Source: an optimization exercise on an open RTL-to-GDS flow (aim: small area, a short achievable clock period and few clock cycles per item). Production flows keep margins and buffers that such runs may drop.
Function was not checked in any run shown here: the RTL went through the layout flow alone.
Power figures rest on the tool's default switching activity, not on a simulated workload.

$ cat flow/flow/run.sh
#!/bin/bash
cd "$(dirname "$0")/.."
export BUFFER_PORTS_ARGS="-buffer_cell sky130_fd_sc_hd__buf_1"
export CTS_ARGS="-sink_clustering_enable -repair_clock_nets -buf_list sky130_fd_sc_hd__clkbuf_8 -dont_use_dummy_load"
export REMOVE_ABC_BUFFERS=1
bash standard.sh > standard_run.log 2>&1
$ cat flow/standard.sh
#!/bin/bash
# synth_recipe.tcl (not shown) runs the flow's synth.tcl, then flattens the netlist and writes it again
# the make line also repeats each setting of config.mk as NAME=value (left out here)
make -C /OpenROAD-flow-scripts/flow DESIGN_CONFIG=/design/flow/config.mk WORK_HOME=/design/flow/orfs CLKGATE_MAP_FILE= SYNTH_SCRIPT=/design/flow/synth_recipe.tcl "${@:-finish}"
$ cat flow/config.mk
export PLATFORM = sky130hd
export DESIGN_NAME = vector_divider
export DESIGN_NICKNAME = vector_divider
export VERILOG_FILES = /design/flow/design.v
export SDC_FILE = /design/flow/constraint.sdc
export NUM_CORES = 4
export LEC_CHECK = 0
export CAP_MARGIN = 20
export CORE_MARGIN = 2
export CORE_UTILIZATION = 40
export SETUP_SLACK_MARGIN = 1.5
export SLEW_MARGIN = 20
$ cat flow/constraint.sdc
create_clock -name core_clock -period 4.5 [get_ports {clock}]
set_input_delay 0.9000 -clock core_clock [delete_from_list [all_inputs] [get_ports {clock}]]
set_output_delay 0.9000 -clock core_clock [all_outputs]
set_load 0.01 [all_outputs]
$ cat flow/design.v
module cmpsub #(parameter W=32) (input [W-1:0] a, input [W-1:0] b, output [W-1:0] d, output c);
wire [W-1:0] p = a ^ ~b;
wire [W-1:0] g0 = a & ~b;
wire G_0_0 = g0[0] | p[0];
wire ng1 = g0[1] | (p[1] & G_0_0);
wire ng2 = g0[3] | (p[3] & g0[2]);
wire np2 = p[3] & p[2];
wire ng3 = g0[5] | (p[5] & g0[4]);
wire np3 = p[5] & p[4];
wire ng4 = g0[7] | (p[7] & g0[6]);
wire np4 = p[7] & p[6];
wire ng5 = g0[9] | (p[9] & g0[8]);
wire np5 = p[9] & p[8];
wire ng6 = g0[11] | (p[11] & g0[10]);
wire np6 = p[11] & p[10];
wire ng7 = g0[13] | (p[13] & g0[12]);
wire np7 = p[13] & p[12];
wire ng8 = g0[15] | (p[15] & g0[14]);
wire np8 = p[15] & p[14];
wire ng9 = g0[17] | (p[17] & g0[16]);
wire np9 = p[17] & p[16];
wire ng10 = g0[19] | (p[19] & g0[18]);
wire np10 = p[19] & p[18];
wire ng11 = g0[21] | (p[21] & g0[20]);
wire np11 = p[21] & p[20];
wire ng12 = g0[23] | (p[23] & g0[22]);
wire np12 = p[23] & p[22];
wire ng13 = g0[25] | (p[25] & g0[24]);
wire np13 = p[25] & p[24];
wire ng14 = g0[27] | (p[27] & g0[26]);
wire np14 = p[27] & p[26];
wire ng15 = g0[29] | (p[29] & g0[28]);
wire np15 = p[29] & p[28];
wire ng16 = g0[31] | (p[31] & g0[30]);
wire np16 = p[31] & p[30];
wire ng17 = ng2 | (np2 & ng1);
wire ng18 = ng4 | (np4 & ng3);
wire np18 = np4 & np3;
wire ng19 = ng6 | (np6 & ng5);
wire np19 = np6 & np5;
wire ng20 = ng8 | (np8 & ng7);
wire np20 = np8 & np7;
wire ng21 = ng10 | (np10 & ng9);
wire np21 = np10 & np9;
wire ng22 = ng12 | (np12 & ng11);
wire np22 = np12 & np11;
wire ng23 = ng14 | (np14 & ng13);
wire np23 = np14 & np13;
wire ng24 = ng16 | (np16 & ng15);
wire np24 = np16 & np15;
wire ng25 = ng18 | (np18 & ng17);
wire ng26 = ng20 | (np20 & ng19);
wire np26 = np20 & np19;
wire ng27 = ng22 | (np22 & ng21);
wire np27 = np22 & np21;
wire ng28 = ng24 | (np24 & ng23);
wire np28 = np24 & np23;
wire ng29 = ng26 | (np26 & ng25);
wire ng30 = ng28 | (np28 & ng27);
wire np30 = np28 & np27;
wire ng31 = ng30 | (np30 & ng29);
wire ng32 = ng27 | (np27 & ng29);
wire ng33 = ng19 | (np19 & ng25);
wire ng34 = ng21 | (np21 & ng29);
wire ng35 = ng23 | (np23 & ng32);
wire ng36 = ng3 | (np3 & ng17);
wire ng37 = ng5 | (np5 & ng25);
wire ng38 = ng7 | (np7 & ng33);
wire ng39 = ng9 | (np9 & ng29);
wire ng40 = ng11 | (np11 & ng34);
wire ng41 = ng13 | (np13 & ng32);
wire ng42 = ng15 | (np15 & ng35);
wire ng43 = g0[2] | (p[2] & ng1);
wire ng44 = g0[4] | (p[4] & ng17);
wire ng45 = g0[6] | (p[6] & ng36);
wire ng46 = g0[8] | (p[8] & ng25);
wire ng47 = g0[10] | (p[10] & ng37);
wire ng48 = g0[12] | (p[12] & ng33);
wire ng49 = g0[14] | (p[14] & ng38);
wire ng50 = g0[16] | (p[16] & ng29);
wire ng51 = g0[18] | (p[18] & ng39);
wire ng52 = g0[20] | (p[20] & ng34);
wire ng53 = g0[22] | (p[22] & ng40);
wire ng54 = g0[24] | (p[24] & ng32);
wire ng55 = g0[26] | (p[26] & ng41);
wire ng56 = g0[28] | (p[28] & ng35);
wire ng57 = g0[30] | (p[30] & ng42);
assign d[0] = ~p[0];
assign d[1] = p[1] ^ G_0_0;
assign d[2] = p[2] ^ ng1;
assign d[3] = p[3] ^ ng43;
assign d[4] = p[4] ^ ng17;
assign d[5] = p[5] ^ ng44;
assign d[6] = p[6] ^ ng36;
assign d[7] = p[7] ^ ng45;
assign d[8] = p[8] ^ ng25;
assign d[9] = p[9] ^ ng46;
assign d[10] = p[10] ^ ng37;
assign d[11] = p[11] ^ ng47;
assign d[12] = p[12] ^ ng33;
assign d[13] = p[13] ^ ng48;
assign d[14] = p[14] ^ ng38;
assign d[15] = p[15] ^ ng49;
assign d[16] = p[16] ^ ng29;
assign d[17] = p[17] ^ ng50;
assign d[18] = p[18] ^ ng39;
assign d[19] = p[19] ^ ng51;
assign d[20] = p[20] ^ ng34;
assign d[21] = p[21] ^ ng52;
assign d[22] = p[22] ^ ng40;
assign d[23] = p[23] ^ ng53;
assign d[24] = p[24] ^ ng32;
assign d[25] = p[25] ^ ng54;
assign d[26] = p[26] ^ ng41;
assign d[27] = p[27] ^ ng55;
assign d[28] = p[28] ^ ng35;
assign d[29] = p[29] ^ ng56;
assign d[30] = p[30] ^ ng42;
assign d[31] = p[31] ^ ng57;
assign c = ng31;
endmodule
module vector_divider #(
    parameter RAM_SIZE = 10,
    parameter N = 5,
    parameter NBITS = 32
)(
    input clock,
    input reset,
    output [RAM_SIZE-1:0] Addr,
    output [NBITS-1:0] Wdata,
    input [NBITS-1:0] Rdata,
    input [RAM_SIZE-1:0] Ndata,
    output Wenable,
    input startvd,
    output reg busyvd
);
localparam RX = 4;            
localparam XW = 32 + RX;      
localparam [3:0] IDLE = 4'b1000,
                 P1   = 4'b1001,    
                 P2   = 4'b1010,    
                 E    = 4'b1011,    
                 C1   = 4'b0000,    
                 C2   = 4'b1100,    
                 W1   = 4'b1101,    
                 D1   = 4'b0100,    
                 W2   = 4'b0101;    
reg [3:0] state, nstate;
reg first;
reg [8:0] h;
reg [31:0] R;
reg [32:0] Q;                           
reg [XW-1:0] X;
wire [31:0] diff;
wire nb;
cmpsub #(.W(32)) u_sub (.a(R), .b(X[31:0]), .d(diff), .c(nb));
wire ge = nb & ~|X[XW-1:32];
wire ph1 = (state == D1) | (state == P1);
wire shl = ge & ~((state == P1) & Q[4]);  
wire [8:0] h1 = h + 9'd1;
wire last = (h1 == Ndata[8:0]);         
wire done2 = Q[31];
wire alo = state[3];
wire we = state[2];
assign Addr = {we ? h : h1, alo};
assign Wdata = alo ? R : Q[31:0];
assign Wenable = we & ~first;
always @(*) begin
    nstate = state;
    case (state)
        IDLE: if (startvd) nstate = C1;
        C1:   nstate = C2;
        C2:   nstate = D1;
        D1:   nstate = shl ? P1 : E;
        P1:   if (!shl) nstate = P2;
        P2:   if (done2) nstate = last ? W1 : C1;
        E:    nstate = last ? W1 : C1;
        W1:   nstate = W2;
        W2:   nstate = IDLE;
        default: nstate = IDLE;
    endcase
end
always @(posedge clock) begin
    if (reset) begin
        state <= IDLE;
        h <= 9'h1ff;
        first <= 1'b0;
        busyvd <= 1'b0;
    end else begin
        state <= nstate;
        busyvd <= (nstate != IDLE);
        if (state == IDLE && startvd)
            first <= 1'b1;
        if (state == D1) begin
            h <= h1;
            first <= 1'b0;
        end
        if (state == W2)
            h <= 9'h1ff;
    end
end
always @(posedge clock) begin
    if (state == C1)
        X <= {{RX-1{1'b0}}, Rdata, 1'b0};
    else if (ph1 && shl)
        X <= {X[XW-1-RX:0], {RX{1'b0}}};
    else
        X <= {1'b0, X[XW-1:1]};
    if (state == C2)
        R <= Rdata;
    else if (state == P2 && ge)
        R <= diff;
    if (state == D1)
        Q <= 33'h100000000;
    else if (state == P1)
        Q <= {4'd0, Q[32:4]};
    else if (state == P2)
        Q <= {Q[31:0], ge};
end
endmodule
==> results.json, run 1 <==
{
  "final_cells": 1031,
  "setup_viol": 0,
  "drt_wl_total_mm": 17.8,
  "switching_share": 0.363,
  "n_antenna_cell": 0,
  "place_hpwl_mm": 12.2,
  "rows": 47,
  "drc_errors": 0,
  "powerDensity_nw_per_um2": 519,
  "clk_path_buf_depth": 2,
  "hold_viol": 0,
  "p_total_mw": 4.15,
  "slowest_stage": "fa_2",
  "coreArea_um2": 16600,
  "ant_nets": 0,
  "grt_pass1_vias": 5671,
  "root_buffer": "clkbuf_8",
  "num_io_pins": 89,
  "syn-cell-area_um2": 6780,
  "fmax_mhz": 307,
  "synth_flop_cell": "dfxtp_1",
  "min_path_type": "flop to flop",
  "p_int_mw": 2.64,
  "drt_iter0_markers": 466,
  "startpoint_type": "flop",
  "leakagePower_nw": 2.90,
  "final.period_utilization": 0.724,
  "critPathMaxStageDelay_ps": 440,
  "clkTransAtPathRegs_ps": 60,
  "period_needed_ps": 3260,
  "path_cells": "inv_1 > ha_2 > fa_2 > nand2b_4 > a21o_1 > a21oi_4 > a21oi_4 > o31a_1 > buf_4 > nor2b_1 > o21ai_1 > nand2b_1 > fa_2 > mux2_2",
  "synth-edff-count": 32,
  "slew_viol_final": 0,
  "cp-end-kind": "flop",
  "synth_seq_cells": 116,
  "dieWidth_um": 134,
  "r2r_slack_ps": 1240,
  "placed_cells": 994,
  "cts_buffers": 17,
  "pwr-share-clk": 0.167,
  "p_seq_frac": 0.367,
  "yosysUniqueCellTypes": 50,
  "vias": 5678,
  "finalClockSkew_ps": 13.1,
  "run_status": "timing/DRC/antenna clean",
  "rsz0062_at_grt": "true",
  "antenna_found_initial": 0,
  "ys_seq_area_frac": 0.390,
  "tritoncts": "built",
  "worstSetupPathType": "flop to flop",
  "insertion_delay_ps": 440,
  "overflow": 0,
  "die_area_um2": 18000,
  "yosys_warnings": 1,
  "syn_avg_cell_area_um2": 9.37,
  "arrival_ps": 3440,
  "max_slew.worst_pin.slew_ps": 875,
  "ir_drop_mv": 0.239,
  "syn_to_final_growth_pct": 18.1,
  "nets": 906,
  "syn_inst": 723,
  "drive_gt1_frac": 0.169,
  "async_flop_share": 0,
  "cpLargestDelayFamily": "adder cells",
  "hold_ws_ps": 455,
  "vias_per_cell": 5.51,
  "grt_usage": 0.201,
  "cap_violations": 0,
  "grt_max_degree": 37,
  "dr.pass1.iters": 5,
  "cp_num_buf_inv": 2,
  "dpl_worst_slack_ps": 979,
  "wl_per_cell_um": 17.3,
  "portBuffers": 87,
  "setup_slack_ps": 1240,
  "switchingPower_mw": 1.51,
  "multi_input_area_um2": 3990,
  "p_comb_frac": 0.466,
  "fill_cells": 1591,
  "final_util": 0.482,
  "h-tree-depth": 4,
  "clock-sinks": 116,
  "required_ps": 4690,
  "crit_fanout": 3,
  "place_congestion": 0.857,
  "die_h_um": 134,
  "grt_pass1_wl_mm": 28.7,
  "slew_headroom": 0.414,
  "start_util": 0.409,
  "register_area_um2": 2660
}
power by group through the flow:
stage	clock network, mW	registers [mW]	logic, mW
finish	0.693	1.52	1.93
global route	0.754	1.55	2.17
CTS	0.713	1.52	1.81
detailed placement	0	1.54	1.60
global placement	0	1.54	1.57
floorplan	0	1.49	1.23
cells in the final DEF, fill, tap and decap left out, types with 11 or more instances in the layout:
master / instances
buf_1: 87
nand2_1: 80
dfxtp_1: 78
a22oi_1: 56
a21oi_1: 47
mux2_2: 44
inv_1: 42
o21ai_0: 35
edfxtp_1: 32
o31ai_1: 30
ha_1: 27
xnor2_1: 26
buf_4: 21
nor2_1: 17
clkbuf_8: 17
xor2_1: 13
fa_1: 11
synthesized netlist by cell type (7+ instances only):
| library cell | number | area (µm²) |
|---|---|---|
| a21oi_1 | 51 | 255 |
| nand3_1 | 11 | 55.1 |
| o21ai_0 | 41 | 205 |
| dfxtp_1 | 84 | 1680 |
| o31ai_1 | 30 | 225 |
| xor2_1 | 13 | 114 |
| nand2_1 | 80 | 300 |
| nand2b_1 | 11 | 68.8 |
| or3_1 | 8 | 50.1 |
| mux2_2 | 44 | 495 |
| edfxtp_1 | 32 | 961 |
| xnor2_1 | 26 | 228 |
| clkbuf_1 | 33 | 124 |
| nor3_1 | 7 | 35.0 |
| nor2_1 | 22 | 82.6 |
| a22oi_1 | 56 | 420 |
| ha_1 | 32 | 400 |
| buf_2 | 10 | 50.1 |
| fa_1 | 16 | 320 |
| inv_1 | 43 | 161 |
flip-flops by register name, summed over array words and instances (netlist names):
| signal | count |
|---|---|
| Q | 33 |
| first | 1 |
| X | 36 |
| busyvd | 1 |
| state | 4 |
| R | 32 |
| h | 9 |
area by class of cell:
type                            count  area share
Inverter                           43      0.0202
Tap cell                          220      0.0344
Multi-Input combinational cell    517       0.498
Timing Repair Buffer              118      0.0860
Clock buffer                       17      0.0292
Sequential cell                   116       0.332
layer usage:
layer,share of wire,up-vias,GRT usage
li1,-,2776,-
met1,0.46,2735,0.271
met2,0.47,145,0.318
met3,0.049,22,0.0446
met4,0.016,0,0.0731
met5,0,-,0
logic make-up after synthesis:
group	after synthesis	synth area share
AOI/OAI and AO/OA	216	0.209
and+or+nand+nor	170	0.119
DFF	116	0.390
buffers and inverters	90	0.0523
adders and majority gates	48	0.106
muxes	44	0.0731
xor gates and xnor gates	39	0.0504
through the flow:
step	area (µm²)	TNS (ps)
floorplan	6580	-57230
global placement	7280	0
detailed placement	7280	0
CTS	7830	0
global route	8000	0
finish	8000	0
timing repair:
action | 4_1_cts | 5_1_grt
pin swaps | 18 | 10
cloned | 1 | 1
gates resized for setup | 42 | 21
hold buffers | 0 | 0
buffers inserted | 12 | 6
setup endpoints to repair | 84 | 90
final timing paths:
check,from,depth (start not counted),endpoint
worst max-delay path,R[0],14,R[26]
worst min register to register,X[32],1,X[31]
worst min-delay path,X[32],1,X[31]
worst max register to register,R[0],14,R[26]
==> inputs of run 2 (changes only) <==
--- a/flow/config.mk
+++ b/flow/config.mk
@@ -8,5 +8,6 @@
 export CAP_MARGIN = 20
 export CORE_MARGIN = 2
 export CORE_UTILIZATION = 40
-export SETUP_SLACK_MARGIN = 1.5
+export PLACE_DENSITY = 0.7
+export SETUP_SLACK_MARGIN = 1.3
 export SLEW_MARGIN = 20
==> run 2 against run 1 <==
Effect of this change:
- still clean on timing, DRC and antenna
- first-iteration DRC count rose by 5.4%
- critical path depth shrank 3
- combinational power is 6% lower
- register-to-register slack better by 70 ps
- flip-flop and latch count stayed put
- total power shrank 2.5%
- global-route usage decreased by 0.28 points
- area after synthesis stayed put
- clock skew is essentially flat
- critical path type unchanged
- highest routed layer unchanged
==> results.json, run 2 <==
{
  "critPathMaxStageDelay_ps": 430,
  "placed_cells": 994,
  "start_util": 0.409,
  "die_h_um": 134,
  "cp_num_buf_inv": 0,
  "tns_ps": 0,
  "run_status": "timing/DRC/antenna clean",
  "synth_seq_cells": 116,
  "synth-edff-count": 32,
  "cpLargestDelayFamily": "compound AO/OA/AOI/OAI gates",
  "required_ps": 4700,
  "cap_violations": 0,
  "p_total_mw": 4.05,
  "largest_reg_flops": 36,
  "grt_max_degree": 45,
  "setup_slack_ps": 1320,
  "syn_inst": 723,
  "clk_path_buf_depth": 2,
  "dr.pass1.iters": 6,
  "largest_register": "X",
  "synth.most_common_cell": "dfxtp_1",
  "register_area_um2": 2650,
  "path_cells": "ha_4 > and2_4 > a221oi_4 > or3b_4 > a21oi_4 > o31a_1 > nor2b_1 > o21ai_1 > nand2b_1 > fa_1 > mux2_2",
  "final.period_utilization": 0.708,
  "grt_usage": 0.198,
  "yosysTopAreaCellShare": 0.248,
  "die_area_um2": 18000,
  "hold_buffers": 0,
  "leakagePower_nw": 2.84,
  "worstSetupPathType": "flop to flop",
  "drt_iter0_markers": 491,
  "slew_headroom": 0.388,
  "rsz0062_at_grt": "true",
  "insertion_delay_ps": 450,
  "cp-end-kind": "flop",
  "min_path_type": "flop to flop",
  "dpl_worst_slack_ps": 1010,
  "layout_commonest_cell": "buf_1",
  "syn-cell-area_um2": 6780,
  "grt_pass1_wl_mm": 28.0,
  "hold_viol": 0,
  "num_io_pins": 89,
  "yosys-top-cells-area": "dfxtp_1 25%, edfxtp_1 14%, mux2_2 7.3%, a22oi_1 6.2%, ha_1 5.9%",
  "slowest_stage": "edfxtp_1",
  "met3_usage": 0.0533,
  "portBuffers": 87,
  "syn_to_final_growth_pct": 15.5,
  "synth_area_leader_cell": "dfxtp_1",
  "n_antenna_cell": 0,
  "h-tree-depth": 4,
  "setup_viol": 0,
  "crit_fanout": 3,
  "startpoint_type": "flop",
  "slew_viol_final": 0,
  "multi_input_area_um2": 3940,
  "syn_avg_cell_area_um2": 9.37,
  "fmax_mhz": 314,
  "antenna_found_initial": 0,
  "grt_pass1_vias": 5441,
  "max_slew.worst_pin.slew_ps": 913,
  "synthTopCellsByCount": "84 x dfxtp_1, 80 x nand2_1, 56 x a22oi_1",
  "rows": 47,
  "ant_nets": 0,
  "nets": 900,
  "place_congestion": 0.840,
  "reg_top3": "X: 36 flops, Q: 33 flops, R: 32 flops",
  "root_buffer": "clkbuf_8",
  "arrival_ps": 3380,
  "synth_flop_cell": "dfxtp_1",
  "period_needed_ps": 3180,
  "clkTransAtPathRegs_ps": 60,
  "yosysUniqueCellTypes": 50,
  "final_cell_mix": "87 x buf_1, 80 x dfxtp_1, 80 x nand2_1",
  "tritoncts": "built",
  "clock-sinks": 116,
  "grt_busiest_layer": "met2",
  "finalClockSkew_ps": 13.5,
  "cts_buffers": 17,
  "gr-usage-met2": 0.318,
  "final_cells": 1025,
  "drc_errors": 0,
  "vias_per_cell": 5.47,
  "drive_gt1_frac": 0.152,
  "ir_drop_mv": 0.257,
  "drt_wl_total_mm": 17.7,
  "coreArea_um2": 16600,
  "async_flop_share": 0,
  "ys_seq_area_frac": 0.390,
  "place_hpwl_mm": 12.3,
  "grtUsageMet1": 0.265,
  "wl_per_cell_um": 17.3,
  "yosys_warnings": 1,
  "fill_cells": 1616,
  "vias": 5609,
  "overflow": 0,
  "dieWidth_um": 134,
  "powerDensity_nw_per_um2": 517
}
[run 2: changes by cell type in the layout (fill, tap and decap cells not counted), moves of 2 or more]
| cell | change |
|---|---|
| fa_2 | -2 |
| buf_12 | -4 |
| fa_1 | +2 |
| dfxtp_1 | +2 |
| buf_4 | -3 |
| nor2_4 | -2 |
[run 2: kinds of logic (layout without fill, tap and decap cells)]
group                      after synthesis  in the layout  share of synthesized area
AOI/OAI and AO/OA                      216            217                      0.209
and+or+nand+nor                        170            170                      0.119
DFF                                    116            116                      0.390
buffers and inverters                   90            171                     0.0523
adders and majority gates               48             48                      0.106
muxes                                   44             44                     0.0731
xor gates and xnor gates                39             39                     0.0504
[run 2: layout make-up]
class | count | share of cell area
repair buffers | 111 | 0.0721
flip-flops and latches | 116 | 0.339
well taps | 220 | 0.0352
multi-input cells | 518 | 0.504
inverters | 43 | 0.0206
clock buffers | 17 | 0.0299
[run 2: routing by layer]
metal  part of all wire  vias up  wire (µm)
met5                  0        -          0
met4              0.012        0        213
met3              0.052       17        917
met2               0.46      161       8220
met1               0.47     2665       8350
li1                   -     2766          -
[run 2: worst paths after layout]
kind | startpoint | end | slack [ps] | cells after the start
setup / recovery | R[10] | R[26] | 1320 | 11
hold / removal | X[32] | X[31] | 450 | 1
setup reg to reg | R[10] | R[26] | 1320 | 11
hold reg to reg | X[32] | X[31] | 450 | 1
[run 2: through the flow]
| step | cell area [µm²] | hold WS, ps | util |
|---|---|---|---|
| 6_report | 7830 | 450 | 0.472 |
| 5_1_grt | 7830 | 478 | 0.472 |
| 4_1_cts | 7680 | 458 | 0.463 |
| 3_5_place_dp | 7300 | 443 | 0.440 |
| 3_3_place_gp | 7290 | 439 | 0.440 |
| 2_1_floorplan | 6580 | 418 | - |
[run 2: what timing repair did]
item	in CTS	in global routing
gates resized for setup	18	28
pin swaps	9	10
setup endpoints to repair	72	69
gates cloned	1	2
setup buffers	7	4
[run 2: power breakdown]
part	switching [mW]	total, mW	internal [mW]
Clock	0.372	0.703	0.331
Sequential	0.166	1.53	1.36
Combinational	0.942	1.81	0.872
==> inputs of run 3 (changes only) <==
--- a/flow/config.mk
+++ b/flow/config.mk
@@ -8,6 +8,6 @@
 export CAP_MARGIN = 20
 export CORE_MARGIN = 2
 export CORE_UTILIZATION = 40
-export PLACE_DENSITY = 0.7
+export CTS_BUF_LIST = sky130_fd_sc_hd__clkbuf_8
 export SETUP_SLACK_MARGIN = 1.3
 export SLEW_MARGIN = 20
==> run 3 against run 2 <==
Effect of this change:
- still clean
- worst hold slack improved by 3.9 ps
- maximum frequency decreased by 2.1%
- register-to-register slack got worse by 70 ps
- highest routed layer unchanged
==> results.json, run 3 <==
{
  "run_status": "timing/DRC/antenna clean",
  "drt_wl_total_mm": 17.3,
  "required_ps": 4690,
  "min_path_type": "flop to flop",
  "drt_iter0_markers": 433,
  "num_io_pins": 89,
  "final.period_utilization": 0.723,
  "coreArea_um2": 16600,
  "yosys_warnings": 1,
  "slew_headroom": 0.419,
  "grt_usage": 0.197,
  "final_util": 0.466,
  "setup_viol": 0,
  "vias_per_cell": 5.56,
  "largest_reg_flops": 36,
  "final_cell_mix": "87 x buf_1, 81 x dfxtp_1, 80 x nand2_1",
  "hold_ws_ps": 454,
  "hold_viol": 0,
  "place_congestion": 0.857,
  "synthTopCellsByCount": "84 x dfxtp_1, 80 x nand2_1, 56 x a22oi_1",
  "drc_errors": 0,
  "regToRegStartpoint": "R[0]",
  "cts_buffers": 17,
  "syn-cell-area_um2": 6780,
  "async_flop_share": 0,
  "synth_area_leader_cell": "dfxtp_1",
  "clock-sinks": 116,
  "grt_pass1_wl_mm": 28.1,
  "rsz0062_at_grt": "true",
  "syn_to_final_growth_pct": 13.9,
  "overflow": 0,
  "wl_per_cell_um": 16.9,
  "r2r_end": "R[26]",
  "ant_nets": 0,
  "nets": 895,
  "largest_register": "X",
  "reg_top3": "X: 36 flops, Q: 33 flops, R: 32 flops",
  "antenna_found_initial": 0,
  "syn_avg_cell_area_um2": 9.37,
  "yosys-top-cells-area": "dfxtp_1 25%, edfxtp_1 14%, mux2_2 7.3%, a22oi_1 6.2%, ha_1 5.9%",
  "root_buffer": "clkbuf_8",
  "rows": 47,
  "powerDensity_nw_per_um2": 520,
  "die_area_um2": 18000,
  "grt_max_degree": 37,
  "yosysTopAreaCellShare": 0.248,
  "period_needed_ps": 3250,
  "final_area_um2": 7720,
  "synth.most_common_cell": "dfxtp_1",
  "insertion_delay_ps": 440,
  "leakagePower_nw": 2.80,
  "fmax_mhz": 308,
  "vias": 5675,
  "arrival_ps": 3440,
  "slew_viol_final": 0,
  "clk_path_buf_depth": 2,
  "startpoint_type": "flop",
  "finalClockSkew_ps": 12.2,
  "r2r_slack_ps": 1250,
  "critPathCapture": "R[26]",
  "die_h_um": 134,
  "ys_seq_area_frac": 0.390,
  "crit_fanout": 3,
  "dieWidth_um": 134,
  "place_hpwl_mm": 12.2,
  "h-tree-depth": 4,
  "syn_inst": 723,
  "grt_pass1_vias": 5585,
  "portBuffers": 87,
  "worstSetupPathType": "flop to flop",
  "n_antenna_cell": 0,
  "layout_commonest_cell": "buf_1",
  "tritoncts": "built",
  "dr.pass1.iters": 5,
  "placed_cell_area_um2": 7280,
  "cap_violations": 0,
  "yosysUniqueCellTypes": 50,
  "ir_drop_mv": 0.230,
  "synth-edff-count": 32,
  "synth_seq_cells": 116,
  "critPathLaunch": "R[0]",
  "synth_flop_cell": "dfxtp_1",
  "start_util": 0.409,
  "rr_worst_depth": 14,
  "cp-end-kind": "flop",
  "clkTransAtPathRegs_ps": 60,
  "p_total_mw": 4.01,
  "max_slew.worst_pin.slew_ps": 868,
  "drive_gt1_frac": 0.144
}
[run 3: cell counts after synthesis]
Identical to the previous run, type by type.
[run 3: cells by family after synthesis]
| family | after synthesis | synth area share |
|---|---|---|
| fa+ha+maj | 48 | 0.106 |
| mux | 44 | 0.0731 |
| xor+xnor | 39 | 0.0504 |
| compound gates | 216 | 0.209 |
| buf+inv | 90 | 0.0523 |
| flops | 116 | 0.390 |
| simple gates | 170 | 0.119 |
[run 3: per-stage QoR]
step,cells,TNS [ps],setup slack (ps)
3_5_place_dp,994,0,979
6_report,1020,0,1250
5_1_grt,1020,0,1130
3_3_place_gp,994,0,996
4_1_cts,1016,0,1290
2_1_floorplan,676,-57230,-1780
[run 3: where the power goes]
part / switching [mW] / internal [mW] / total, mW
combinational: 0.939 / 0.861 / 1.80
sequential: 0.159 / 1.36 / 1.52
clock: 0.360 / 0.331 / 0.691
total: 1.46 / 2.56 / 4.01
[run 3: routing by layer]
| metal | wire length, µm | global-route usage | up-vias | share of wire |
|---|---|---|---|---|
| li1 | - | - | 2759 | - |
| met5 | 0 | 0 | - | 0 |
| met4 | 299 | 0.0673 | 0 | 0.017 |
| met1 | 7960 | 0.265 | 2721 | 0.46 |
| met3 | 932 | 0.0454 | 26 | 0.054 |
| met2 | 8080 | 0.312 | 169 | 0.47 |
[run 3: layout make-up]
| cell class | instances | area [µm²] |
|---|---|---|
| well taps | 220 | 275 |
| fillers | 1619 | 8860 |
| repair buffers | 107 | 484 |
| multi-input cells | 517 | 3920 |
| inverters | 43 | 161 |
| clock buffers | 17 | 234 |
| flip-flops and latches | 116 | 2650 |
[run 3: how the worst min path moves through the flow]
stage,slack [ps],cells after the start,to,startpoint
2_1_floorplan,420,1,X[31],X[32]
3_3_place_gp,430,1,X[31],X[32]
4_1_cts,460,1,X[31],X[32]
3_5_place_dp,440,1,X[31],X[32]
5_1_grt,480,1,X[35],X[31]
6_report,450,1,X[31],X[32]
[run 3: what timing repair did]
action                                  4_1_cts  5_1_grt
resized for setup                            19       13
endpoints found under the setup margin       31       35
pin swaps                                    10       11
setup buffers                                 5        4
hold buffers                                  0        0
[run 3: worst max-delay path, cell delays in order, from the launching register on]
cell      delay, ps
edfxtp_1        340
inv_1            50
ha_2            180
fa_2            340
nand2b_4        150
a21o_1          200
a21oi_4         200
a21oi_4         100
o31a_1          320
buf_4           140
nor2b_1         110
o21ai_1          60
nand2b_1        100
fa_2            440
mux2_2          270
==> inputs of run 4 (changes only) <==
--- a/flow/design.v
+++ b/flow/design.v
@@ -157,18 +157,21 @@
 wire ge = nb & ~|X[XW-1:32];
 wire ph1 = (state == D1) | (state == P1);
 wire shl = ge & ~((state == P1) & Q[4]);  
-wire [8:0] h1 = h + 9'd1;
-wire last = (h1 == Ndata[8:0]);         
+wire [8:0] hd = h - 9'd1;
+wire last = (h == 9'd0);                
 wire done2 = Q[31];
+wire xld = (state == C1);
+wire xsl = ~xld & ph1 & shl;
+wire xsr = ~xld & ~(ph1 & shl);
 wire alo = state[3];
 wire we = state[2];
-assign Addr = {we ? h : h1, alo};
+assign Addr = {we ? h : hd, alo};
 assign Wdata = alo ? R : Q[31:0];
 assign Wenable = we & ~first;
 always @(*) begin
     nstate = state;
     case (state)
-        IDLE: if (startvd) nstate = C1;
+        IDLE: if (startvd) nstate = E;
         C1:   nstate = C2;
         C2:   nstate = D1;
         D1:   nstate = shl ? P1 : E;
@@ -183,29 +186,25 @@
 always @(posedge clock) begin
     if (reset) begin
         state <= IDLE;
-        h <= 9'h1ff;
         first <= 1'b0;
         busyvd <= 1'b0;
     end else begin
         state <= nstate;
         busyvd <= (nstate != IDLE);
-        if (state == IDLE && startvd)
+        if (state == IDLE) begin
+            h <= Ndata[8:0];
             first <= 1'b1;
+        end
         if (state == D1) begin
-            h <= h1;
+            h <= hd;
             first <= 1'b0;
         end
-        if (state == W2)
-            h <= 9'h1ff;
     end
 end
 always @(posedge clock) begin
-    if (state == C1)
-        X <= {{RX-1{1'b0}}, Rdata, 1'b0};
-    else if (ph1 && shl)
-        X <= {X[XW-1-RX:0], {RX{1'b0}}};
-    else
-        X <= {1'b0, X[XW-1:1]};
+    X <= ({XW{xld}} & {{RX-1{1'b0}}, Rdata, 1'b0})
+       | ({XW{xsl}} & {X[XW-1-RX:0], {RX{1'b0}}})
+       | ({XW{xsr}} & {1'b0, X[XW-1:1]});
     if (state == C2)
         R <= Rdata;
     else if (state == P2 && ge)
==> run 4 against run 3 <==
Effect of this change:
- global-route usage is 0.34 points higher
- sequential share of layout area is 0.75 points higher
- die area is 1.3% lower
- critical path depth is 1 lower
- sequential power is 24% higher
- first-iteration DRC count is 5.5% lower
- area after synthesis is 1.4% lower
- total power is 35% higher
- clock skew is 2.6 ps higher
- utilization is 0.84 points higher
- via count is 1.7% lower
==> results.json, run 4 <==
{
  "start_util": 0.406,
  "largest_reg_flops": 36,
  "drt_iter0_markers": 409,
  "dpl_worst_slack_ps": 1000,
  "slew_headroom": 0.296,
  "period_needed_ps": 3320,
  "yosys-top-cells-area": "dfxtp_1 22%, edfxtp_1 18%, mux2_2 7.2%, a22oi_1 6.3%, ha_1 6.0%",
  "die_h_um": 133,
  "yosysTopAreaCellShare": 0.225,
  "grt_usage": 0.200,
  "p_total_mw": 5.42,
  "switchingPower_mw": 2.24,
  "dr.pass1.iters": 5,
  "run_status": "timing/DRC/antenna clean",
  "synth_seq_cells": 116,
  "antenna_found_initial": 0,
  "finalClockSkew_ps": 14.8,
  "slowest_stage": "fa_1",
  "syn_inst": 700,
  "dieWidth_um": 133,
  "ys_seq_area_frac": 0.409,
  "syn_to_final_growth_pct": 16.8,
  "yosys_warnings": 1,
  "highest_layer": "met4",
  "h-tree-depth": 4,
  "synth_flop_cell": "dfxtp_1",
  "fill_cells": 1564,
  "arrival_ps": 3500,
  "wirelength_met1_mm": 8.15,
  "powerDensity_nw_per_um2": 694,
  "yosysUniqueCellTypes": 53,
  "grt_pass1_wl_mm": 28.1,
  "hold_viol": 0,
  "portBuffers": 87,
  "required_ps": 4680,
  "layout_commonest_cell": "nand2_1",
  "placed_cells": 974,
  "setup_slack_ps": 1180,
  "largest_register": "X",
  "syn-cell-area_um2": 6680,
  "drc_errors": 0,
  "grt_max_degree": 64,
  "n_antenna_cell": 0,
  "p_int_mw": 3.17,
  "fmax_mhz": 301,
  "final_cell_mix": "88 x nand2_1, 83 x buf_1, 74 x dfxtp_1",
  "cap_violations": 0,
  "synth.most_common_cell": "nand2_1",
  "drt_wl_total_mm": 17.7,
  "place_congestion": 0.853,
  "routed-wl-met3_um": 860,
  "final_cells": 1005,
  "critPathMaxStageDelay_ps": 420,
  "cts_buffers": 17,
  "hold_ws_ps": 452,
  "p_seq_frac": 0.350,
  "wl_met2_mm": 8.39,
  "nets": 880,
  "async_flop_share": 0,
  "p_comb_frac": 0.521,
  "reg_top3": "X: 36 flops, Q: 33 flops, R: 32 flops",
  "hold_buffers": 0,
  "vias": 5577,
  "root_buffer": "clkbuf_8",
  "leakagePower_nw": 2.73,
  "tritoncts": "built",
  "clkTransAtPathRegs_ps": 70,
  "synthTopCellsByCount": "88 x nand2_1, 75 x dfxtp_1, 56 x a22oi_1",
  "synth_area_leader_cell": "dfxtp_1",
  "overflow": 0,
  "min_path_type": "flop to flop",
  "final.period_utilization": 0.738,
  "cp-end-kind": "flop",
  "max_slew.worst_pin.slew_ps": 1050,
  "wl_per_cell_um": 17.6,
  "ir_drop_mv": 0.262,
  "slew_viol_final": 0,
  "num_io_pins": 89,
  "vias_per_cell": 5.55,
  "worstSetupPathType": "flop to flop",
  "drive_gt1_frac": 0.168,
  "die_area_um2": 17800,
  "ant_nets": 0,
  "grt_pass1_vias": 5396,
  "coreArea_um2": 16500,
  "synth-edff-count": 41,
  "switching_share": 0.414,
  "path_cells": "inv_1 > ha_2 > fa_2 > nor2b_2 > o2111a_1 > o211a_1 > o211ai_1 > o31a_1 > buf_4 > buf_6 > o21ai_4 > fa_1 > mux2_4",
  "insertion_delay_ps": 440,
  "pwr-share-clk": 0.129,
  "syn_avg_cell_area_um2": 9.55,
  "startpoint_type": "flop",
  "rows": 47,
  "clock-sinks": 116,
  "crit_fanout": 3,
  "place_hpwl_mm": 12.1,
  "setup_viol": 0,
  "rsz0062_at_grt": "true",
  "clk_path_buf_depth": 2
}
run 4: power groups by stage:
stage	clock network [mW]	registers (mW)	logic, mW
floorplan	0	1.81	1.83
global placement	0	1.90	2.42
detailed placement	0	1.91	2.49
CTS	0.715	1.89	2.67
global route	0.764	1.94	3.15
finish	0.699	1.89	2.82
run 4: through the flow:
step / utilization / cell area (µm²) / TNS, ps
after floorplan: - / 6510 / -21890
after global placement: 0.440 / 7240 / 0
after detailed placement: 0.440 / 7240 / 0
after CTS: 0.463 / 7620 / 0
after global routing: 0.474 / 7800 / 0
final: 0.474 / 7800 / 0
run 4: routing by layer:
| metal | global-route usage | up-vias |
|---|---|---|
| met2 | 0.322 | 181 |
| li1 | - | 2711 |
| met5 | 0 | - |
| met4 | 0.0668 | 0 |
| met1 | 0.271 | 2660 |
| met3 | 0.0381 | 25 |
run 4: final timing paths:
check,startpoint,endpoint,slack (ps),cells after the start
hold reg to reg,X[31],X[35],450,1
hold / removal,X[31],X[35],450,1
setup / recovery,R[0],R[26],1180,13
setup reg to reg,R[0],R[26],1180,13
run 4: repair_timing:
item | CTS | global route
cloned | 1 | 0
endpoints found under the hold margin | 0 | 0
gates resized for setup | 24 | 38
setup buffers | 9 | 4
pin swaps | 11 | 13
setup endpoints to repair | 28 | 49
run 4: cell type report:
type	count	area [µm²]	share of cell area
Timing Repair Buffer	109	533	0.0683
Inverter	44	165	0.0212
Tap cell	220	275	0.0353
Sequential cell	116	2730	0.350
Multi-Input combinational cell	499	3860	0.495
Clock buffer	17	234	0.0300
run 4: worst max-delay path, delay by kind of cell (launching register included):
| family | cells | cell delay [ps] |
|---|---|---|
| compound gates | 5 | 1040 |
| fa+ha+maj | 3 | 950 |
| buf+inv | 3 | 310 |
| flops | 1 | 350 |
| mux | 1 | 280 |
| simple gates | 1 | 130 |
run 4: cells by family (layout without fill, tap and decap cells):
group	count (synthesis)	after routing	share of synthesized area
AND/OR/NAND/NOR	162	162	0.112
buffers and inverters	86	170	0.0507
XOR/XNOR	29	29	0.0380
AO/OA/AOI/OAI	213	214	0.205
adder cells (fa/ha/maj)	48	48	0.108
flip-flops	116	116	0.409
multiplexers	46	46	0.0769

==> separate check: timing with driven ports <==
In the flow no input, the clock included, has a driving cell. The finished layouts below were timed again as built, in two steps.
Step 1: set_driving_cell puts a clkbuf_16 on clock and a buf_2 on each other input, an assumption about the parent block.
Step 2 adds t to the input delays and takes it off the output delays; t is the mean of the earliest and latest rising clock arrival at the registers after step 1. Input paths then give back, and output paths get back, about the clock's delay inside the block.
Three values: ideal ports, drivers, drivers and shift; two values: the first two.
run | t (ns) | setup WS [ns] | clock arrival spread, ns | cell pins on the clock port's net
run 1 | 0.465 | 1.241 / 1.241 / 1.241 | 0.014 / 0.014 | 1
run 2 | 0.477 | 1.315 / 1.315 / 1.315 | 0.015 / 0.016 | 1
run 3 | 0.467 | 1.248 / 1.248 / 1.248 | 0.014 / 0.013 | 1
run 4 | 0.469 | 1.181 / 1.181 / 1.181 | 0.015 / 0.016 | 1
After both steps every run listed still meets setup and hold.
